This design comes from an exercise in tuning for small area, a short achievable clock period and few clock cycles per item on the open sky130 flow, not from production work. In this exercise RTL edits were held to simulation tests only and were not proved equivalent to the original.

==> 07-07 <==
Design sha256d_miner, start of the top module:
module sha256d_miner (
	input             clk,
	input             rst,
	input             run,
	input             wr_blk,
	input             wr_tgt,
	input             wr_nonce,
	input      [31:0] wdata,
	output reg        found,
	output reg [31:0] found_nonce
);
export LEC_CHECK = 0
export ABC_AREA = 1
export CAP_MARGIN = 40
export CORE_MARGIN = 2
export CORE_UTILIZATION = 45
export SETUP_SLACK_MARGIN = 5
export SLEW_MARGIN = 40
create_clock -name core_clock -period 12.0 [get_ports {clk}]
run.sh (not shown) runs the stock make flow with config.mk's settings and CLKGATE_MAP_FILE= SYNTH_SCRIPT=/design/flow/synth_recipe.tcl, a recipe that flattens the netlist after the stock synthesis.
==> inputs of 07-06, as changes to 07-07 <==
--- a/flow/design.v
+++ b/flow/design.v
@@ -43,64 +43,64 @@
 		tcnt <= tcnt + 3'd1;
 	if (wt_v | run_r)
 		q <= {q[230:0], run_r ? q[263:231] : tsub};
 end
 reg [5:0]  cyc;
 reg [1:0]  vcnt;
 reg [31:0] nonce;
 reg [31:0] k1, k2;         
-reg [5:0]  ka1, ka2;       
 wire [5:0] cn = run_r ? cyc + 6'd1 : 6'd47;
-reg st1h, st1w;    
+(* keep *) reg st1h;
+(* keep *) reg st1w;
 reg st1, i_mrk, i_tim, i_bts, i_non, i_80, i_280, ins1_en;
 reg ins2_en, i2_80, i2_100, h2_63, h2_0, cmp_first, cmp_last, n_inc;
-reg [31:0] corr;    
-wire [2:0] cj_n = cn[2:0] - 3'd6;
-integer j;
+reg [7:0] csel;
 always @(posedge clk) begin
 	cyc <= cn;
 	st1 <= cn == 6'd63;
-	st1h <= i_280 & run_r;
-	st1w <= i_280;
+	st1h <= cn == 6'd63;
+	st1w <= cn == 6'd63;
 	i_mrk <= cn == 6'd47;
 	i_tim <= cn == 6'd48;
 	i_bts <= cn == 6'd49;
 	i_non <= cn == 6'd50;
 	i_80 <= cn == 6'd51;
 	i_280 <= cn == 6'd62;
 	ins1_en <= (cn >= 6'd47) && (cn <= 6'd62);
 	ins2_en <= cn <= 6'd7;
 	i2_80 <= cn == 6'd0;
 	i2_100 <= cn == 6'd7;
 	h2_63 <= cn == 6'd8;
 	h2_0 <= cn == 6'd9;
 	cmp_first <= cn == 6'd6;
 	cmp_last <= cn == 6'd9;
 	n_inc <= cn == 6'd50;
-	corr <= 32'h0;
-	for (j = 0; j < 8; j = j + 1)
-		if (cn >= 6'd6 && cn <= 6'd13 && cj_n == j)
-			corr <= mid[32*j +: 32];
-	ka1 <= cn + 6'd2;
-	ka2 <= cn - 6'd7;
-	k1 <= kfun(ka1);
-	k2 <= kfun(ka2);
+	csel <= (cn >= 6'd6 && cn <= 6'd13) ? (8'd1 << (cn[2:0] - 3'd6)) : 8'd0;
+	k1 <= kfun(cn + 6'd1);
+	k2 <= kfun(cn - 6'd8);
 	if (~run_r)
 		vcnt <= 2'd0;
 	else if (cmp_last && vcnt != 2'd2)
 		vcnt <= vcnt + 2'd1;
 	if (wr_nonce)
 		nonce <= wd;
 	else if (run_r && n_inc)
 		nonce <= nonce + 32'd2;
 end
 wire [31:0] ins1c = ({32{i_mrk}} & mrk) | ({32{i_tim}} & tim) | ({32{i_bts}} & bts) |
                     {i_80, 21'h0, i_280, 1'b0, i_280, 7'h0};
 wire [31:0] ins2 = {i2_80, 22'h0, i2_100, 8'h0};
+reg [31:0] corr;
+integer j;
+always @(*) begin
+	corr = 32'h0;
+	for (j = 0; j < 8; j = j + 1)
+		corr = corr | ({32{csel[j]}} & mid[32*j +: 32]);
+end
 reg [31:0] ivh, ivl;
 always @(*)
 	case (cyc[1:0])
 	2'd2: begin ivh = IV7; ivl = IV3; end    
 	2'd3: begin ivh = IV6; ivl = IV2; end    
 	2'd0: begin ivh = IV5; ivl = IV1; end    
 	default: begin ivh = IV4; ivl = IV0; end  
 	endcase
@@ -343,17 +343,21 @@
 	rotr = (x >> n) | (x << (32 - n));
 endfunction
 wire [31:0] s1 = rotr(e, 6) ^ rotr(e, 11) ^ rotr(e, 25);
 wire [31:0] ch = (e & f) ^ (~e & g);
 wire [31:0] s0 = rotr(a, 2) ^ rotr(a, 13) ^ rotr(a, 22);
 wire [31:0] mj = (a & b) ^ (a & c) ^ (b & c);
 wire [31:0] p1 = hkw ^ s1 ^ ch;
 wire [31:0] q1 = ((hkw & s1) | (hkw & ch) | (s1 & ch)) << 1;
-assign an = hkw + s1 + ch + s0 + mj;
+wire [31:0] p2 = s0 ^ mj ^ p1;
+wire [31:0] q2 = ((s0 & mj) | (s0 & p1) | (mj & p1)) << 1;
+wire [31:0] p3 = q1 ^ p2 ^ q2;
+wire [31:0] q3 = ((q1 & p2) | (q1 & q2) | (p2 & q2)) << 1;
+assign an = p3 + q3;
 reg [31:0] d;
 always @(posedge clk)
 	d <= ld ? dsrc_v : c;
 wire [31:0] pe = (ENG == 1) ? (p1 ^ q1 ^ d) : (dhkw ^ s1 ^ ch);
 wire [31:0] qe = (ENG == 1) ? (((p1 & q1) | (p1 & d) | (q1 & d)) << 1) :
                               (((dhkw & s1) | (dhkw & ch) | (s1 & ch)) << 1);
 assign en = pe + qe;
 always @(posedge clk)
==> flow/config.mk (replaced) <==
export PLATFORM = sky130hd
export DESIGN_NAME = sha256d_miner
export DESIGN_NICKNAME = sha256d_miner
export VERILOG_FILES = /design/flow/design.v
export SDC_FILE = /design/flow/constraint.sdc
export NUM_CORES = 4
export LEC_CHECK = 0
export ABC_AREA = 1
export CAP_MARGIN = 20
export CORE_MARGIN = 2
export CORE_UTILIZATION = 55
export PLACE_DENSITY_LB_ADDON = 0.1
export SLEW_MARGIN = 20
==> qor summary <==
item	07-07	07-06
Fraction of layout cells with a size suffix above 1	5.61%	5.16%
Vias per std cell	5.65	6.01
Count of final max-slew check failures	0	2
Final Hold Slack	0.291 ns	0.298 ns
Commonest non-fill, non-tap cell in the layout	sky130_fd_sc_hd__inv_1	sky130_fd_sc_hd__nand2_1
Min Clock Period, post-route	6.54 ns	5.90 ns
Inverters, non-clock	3,562	3,313
Worst R2R Setup Slack	5.46 ns	6.10 ns
Avg WL per Cell	34.1 microns	33.1 microns
Setup WS post-layout	5.46 ns	6.10 ns
Fraction of area in registers	39.9%	40.7%
Global routing usage on met2	61.3%	66.6%
Count of placed standard cells including taps	26.5k	24.9k
Status	finished clean	failed layout checks
Layout check failures	-	max-capacitance violations, max-slew violations
Final routed wirelength across all metal layers	939 mm	850 mm
Critical Path Sink	corr[23]$_DFF_P_	k1[13]$_DFF_P_
Effective utilization at floorplan	45.2%	55.3%
Fraction of area in multi-input gates	42.4%	42.7%
Final GP Congestion	1.10	1.12
Number of clock buffers inserted by TritonCTS	414	391
Stages on the worst setup path	17	18
Launch point of the worst hold path	u2_0.w[124]$_DFF_P_	u1_0.w[234]$_DFF_P_
CP max stage delay	0.92 ns	0.71 ns
Testbench counts of 07-07, summed over its fixed seeds: cycles 60,844, items 1,790.
Testbench counts of 07-06, summed over its fixed seeds: cycles 60,844, items 1,790.

==> re-timing with driven ports <==
No port has a modelled driver above. Below, the same layouts with a new extraction and two added sets of constraints.
Step 1 (the two cells are an assumption about what drives the block):
set clk [get_ports {clk}]
set_driving_cell -lib_cell sky130_fd_sc_hd__clkbuf_16 $clk
set_driving_cell -lib_cell sky130_fd_sc_hd__buf_2 [delete_from_list [all_inputs] $clk]
Step 2 moves the port delays by t, midway between the first and last clock arrival at a register: inputs arrive t later, outputs are due t later. That takes back most of the time a late clock gives input paths.
Three values: no drivers, after step 1, after step 2; two values: the first two.
run	t, ns	setup slack, ns	hold slack, ns	clock arrival spread, ns
07-07	1.137	5.465 / 5.465 / 5.465	0.291 / 0.291 / 0.291	0.119 / 0.120
07-06	1.127	6.098 / 6.098 / 6.098	0.298 / 0.298 / 0.298	0.163 / 0.163
